From an optimization exercise on the open Yosys and OpenROAD flow, aimed at small area and a short achievable clock period; shortcuts taken in it are not production practice. Function was checked by simulation only, so behaviour that the tests miss may differ from the original.

==> flow/design.v (outline; a module is shown in full before it is edited, if it fits) <==
// module EdgeRasterizer_add16: 28 lines
// module EdgeRasterizer: 934 lines
module EdgeRasterizer(clock,
						in_sig_start_new_triangle,
						in_sig_get_boundary_coords,
						in_sig_form_edges,
						in_sig_pixel_loop_setup,
						in_sig_rasterize_pixels,
						in_v0_screen_x, in_v0_screen_y,
						in_v1_screen_x, in_v1_screen_y,
						in_v2_screen_x, in_v2_screen_y,
						in_v0_depth, in_v1_depth, in_v2_depth,
						in_color,
						out_sig_rasterize_write_pixel,
						out_sig_rasterize_done,
						out_pixel_x, out_pixel_y,
						out_pixel_depth,
						out_pixel_color);
  // ...
==> flow/run.sh <==
#!/bin/bash
# synth_recipe.tcl (not shown) runs the flow's synth.tcl, then flattens the netlist and writes it again
# the make line also repeats each setting of config.mk as NAME=value (left out here)
make -C /OpenROAD-flow-scripts/flow DESIGN_CONFIG=/design/flow/config.mk WORK_HOME=/design/flow/orfs CLKGATE_MAP_FILE= SYNTH_SCRIPT=/design/flow/synth_recipe.tcl finish
==> flow/config.mk <==
export PLATFORM = sky130hd
export DESIGN_NAME = EdgeRasterizer
export DESIGN_NICKNAME = EdgeRasterizer
export VERILOG_FILES = /design/flow/design.v
export SDC_FILE = /design/flow/constraint.sdc
export NUM_CORES = 4
export LEC_CHECK = 0
export CAP_MARGIN = 20
export CORE_MARGIN = 2
export CORE_UTILIZATION = 40
export SLEW_MARGIN = 45
==> flow/constraint.sdc <==
create_clock -name core_clock -period 28.0 [get_ports {clock}]
set_input_delay 5.6000 -clock core_clock [delete_from_list [all_inputs] [get_ports {clock}]]
set_output_delay 5.6000 -clock core_clock [all_outputs]
set_load 0.01 [all_outputs]
==> impl_metrics.json, run 1 <==
{
  "core_area_um2": 77590,
  "yosys.area_share.simple": 0.1488,
  "path_delay_family": "buffers and inverters",
  "die_area_um2": 80900,
  "met2_usage": 0.4415,
  "maxCapViolations": 0,
  "synth-compound-area-share": 0.1284,
  "grt_max_degree": 102,
  "ys_seq_elements": 279,
  "nClkBuffers": 42,
  "finalMaxSlewViolations": 0,
  "final_cells": 4567,
  "num_tap_cells": 1040,
  "layout_commonest_cell": "nand2_1",
  "path_common_cell": "buf_4",
  "routed-wl-met3_um": 8778,
  "place_area_um2": 34330,
  "area.sequential_um2": 8338,
  "maxSlewHeadroom": 0.4487,
  "pre_cts_ws_ns": 20.01,
  "synth_top_family_by_area": "adder cells",
  "endpoint_kind": "register",
  "hold_end": "wr",
  "worstPathMaxFanout": 65,
  "synthDistinctLibCells": 81,
  "status": "complete, no violations",
  "layout_common_cells": "nand2_1 (411), inv_1 (403), ha_1 (300), edfxtp_1 (275), fa_1 (246)"
}
==> inputs of run 2 (changes only) <==
--- a/flow/design.v
+++ b/flow/design.v
@@ -930,18 +930,18 @@
 			x <= ph_a ? mnx : nx;
 			y <= ph_a ? mny : yi;
 		end
 		if (ph_a | ls) begin
 			p1l <= ph_a ? a1[8:0] : m1v;
 			p2l <= ph_a ? a2[8:0] : m2v;
 		end
 		if (ph_a | fe | ls | (rs & ~hold)) begin
-			e1 <= ph_a ? b2 : ph_b ? xd : e1n;
-			e2 <= ph_a ? b1 : ph_b ? xd : e2n;
+			e1 <= (ph_a | ph_b) ? (ph_a ? b2 : xd) : e1n;
+			e2 <= (ph_a | ph_b) ? (ph_a ? b1 : xd) : e2n;
 		end
 		if (ph_b | ls | (rs & wrap)) begin
 			rs1 <= e1n;
 			rs2 <= e2n;
 		end
 		if (ls | rs) begin
 			nsel <= ~ph_c & wrap;
 			nincx <= ~ph_c & ~atx;
==> impl_metrics.json, run 2 <==
{
  "status": "complete, no violations",
  "rr_startpoint": "e1[0]",
  "cp.arrival_ns": 7.72,
  "first_pass_iters": 7,
  "grt_pass1_vias": 25100,
  "drtIter0Drc": 2621,
  "wire_per_inst_um": 24.24,
  "drive_above_1_share": 0.05502,
  "grt_pass1_wl_um": 161900,
  "grt_max_degree": 117,
  "fp-row-count": 103,
  "finalMaxSlewViolations": 0,
  "drc": 0,
  "fin_crit_sh": 0.2670,
  "reg2reg_to": "e1[15]",
  "yosysTopAreaCell": "edfxtp_1",
  "final_hold_viol_count": 0,
  "globalplace.congestion": 0.9550,
  "rsz0062_at_grt": "false",
  "hold_end": "wr",
  "grt_antenna_before_repair": 1,
  "cts_made_buffers": 37,
  "hold_start": "e2[15]",
  "ys_async_sr_fraction": 0,
  "final_cells": 4467,
  "vias": 25330,
  "clk_latency_ns": 0.59,
  "synth_most_common_cell": "inv_1",
  "clock-sinks": 279,
  "netlist_top_cells_area": "edfxtp_1 (26%), fa_1 (16%), ha_1 (12%), mux2i_1 (5.6%), inv_1 (4.9%)",
  "cts_root_buf": "clkbuf_16",
  "grtUsageTotal": 0.2657,
  "port_buffers": 175,
  "start_util": 0.4021,
  "ys_seq_area_frac": 0.2642,
  "ff2ff_path_depth": 20,
  "setup_viol": 0,
  "worstPathMaxFanout": 68,
  "hpwl_um": 84640,
  "required_ns": 28.25,
  "r2r_slack_ns": 20.97,
  "nets": 4064,
  "yosys_most_used_dff": "edfxtp_1",
  "clk_pin_slew_ns": 0.06,
  "n_antenna_cell": 0,
  "cp-start-kind": "input port",
  "clock_path_buffers": 3,
  "htree_levels": 2,
  "skew_ns": 0.03830,
  "layout_commonest_cell": "inv_1",
  "core_area_um2": 78480,
  "cts_hold_buffers": 0,
  "worst_hold_path_type": "reg2reg",
  "synth-edff-count": 275,
  "worst_slew_pin_slew_ns": 0.8986,
  "cts_resized": 0,
  "synthDistinctLibCells": 80,
  "critPathKind": "in2reg",
  "synth_commonest_cells": "inv_1 (409), ha_1 (300), edfxtp_1 (275)",
  "clock.fmax_ghz": 0.1338,
  "final_antenna_net_count": 0,
  "endpoint_kind": "register",
  "drt_wl_total_um": 108300,
  "layout_common_cells": "inv_1 (407), ha_1 (300), edfxtp_1 (275), fa_1 (245), nand2_1 (242)",
  "maxCapViolations": 0,
  "place_inst": 4403,
  "ys_seq_elements": 279,
  "die_y_um": 284.9,
  "synth_top_area_share": 0.2617,
  "ys_warn_count": 2,
  "period_minus_slack_ns": 7.476,
  "boundaryPins": 176,
  "avgSynthCellArea_um2": 9.615,
  "grt_overflow_total": 0,
  "tns_ns": 0,
  "postCtsSetupRepairBufs": 0,
  "holdPathStages": 1,
  "die_w_um": 284.9,
  "synth_nets": 3952,
  "die_area_um2": 81160,
  "syn-instance-count": 3282,
  "cts_tree": "yes",
  "syn2layout_area_growth_pct": 13.07,
  "maxSlewHeadroom": 0.3989,
  "vias_per_cell": 5.670,
  "synth_area_um2": 31560
}
==> run 2: layout make-up <==
type,instances,area (um2)
sequential,279,8338
inverter,412,1546
clock inverter,18,265.3
multi-input combinational,2454,21190
timing repair buffer,210,2054
clock buffer,44,973.4
fill,7572,42800
tap,1050,1314
==> run 2: how the worst max path moves through the flow <==
stage / slack (ns) / end / from / cells past startpoint
after floorplan: 20.17 / ph_a / in_sig_start_new_triangle[0] / 4
after global placement: 19.81 / ph_a / in_sig_get_boundary_coords[0] / 6
after detailed placement: 19.98 / ph_c / in_sig_get_boundary_coords[0] / 6
after CTS: 20.56 / ph_c / in_sig_get_boundary_coords[0] / 6
after global routing: 20.43 / ph_c / in_sig_get_boundary_coords[0] / 6
final: 20.52 / ph_c / in_sig_get_boundary_coords[0] / 6
==> run 2: metrics by stage <==
step,setup slack [ns],util,instance area (um2),hold WS (ns)
global placement,19.81,0.4375,34340,0.5790
floorplan,20.17,-,31560,0.4623
detailed placement,19.98,0.4383,34400,0.5813
finish,20.52,0.4547,35680,0.5909
CTS,20.56,0.4541,35640,0.5884
global route,20.43,0.4547,35680,0.6166
==> run 2: logic make-up after synthesis <==
family	synth area share
compound gates	0.1221
flops	0.2642
mux	0.07264
buf+inv	0.06609
xor+xnor	0.06407
simple gates	0.1359
fa+ha+maj	0.2750
==> run 2: worst max-delay path, stage by stage <==
cell	delay, ns
buf_2	0.08
buf_6	0.51
nor2_1	0.16
inv_2	0.37
buf_4	0.63
or3_1	0.30
==> run 2: routing by layer <==
layer | track usage | wire length [um]
met5 | 0 | 0
met4 | 0.09645 | 4538
met3 | 0.03720 | 8438
met2 | 0.4236 | 49050
met1 | 0.3682 | 46270
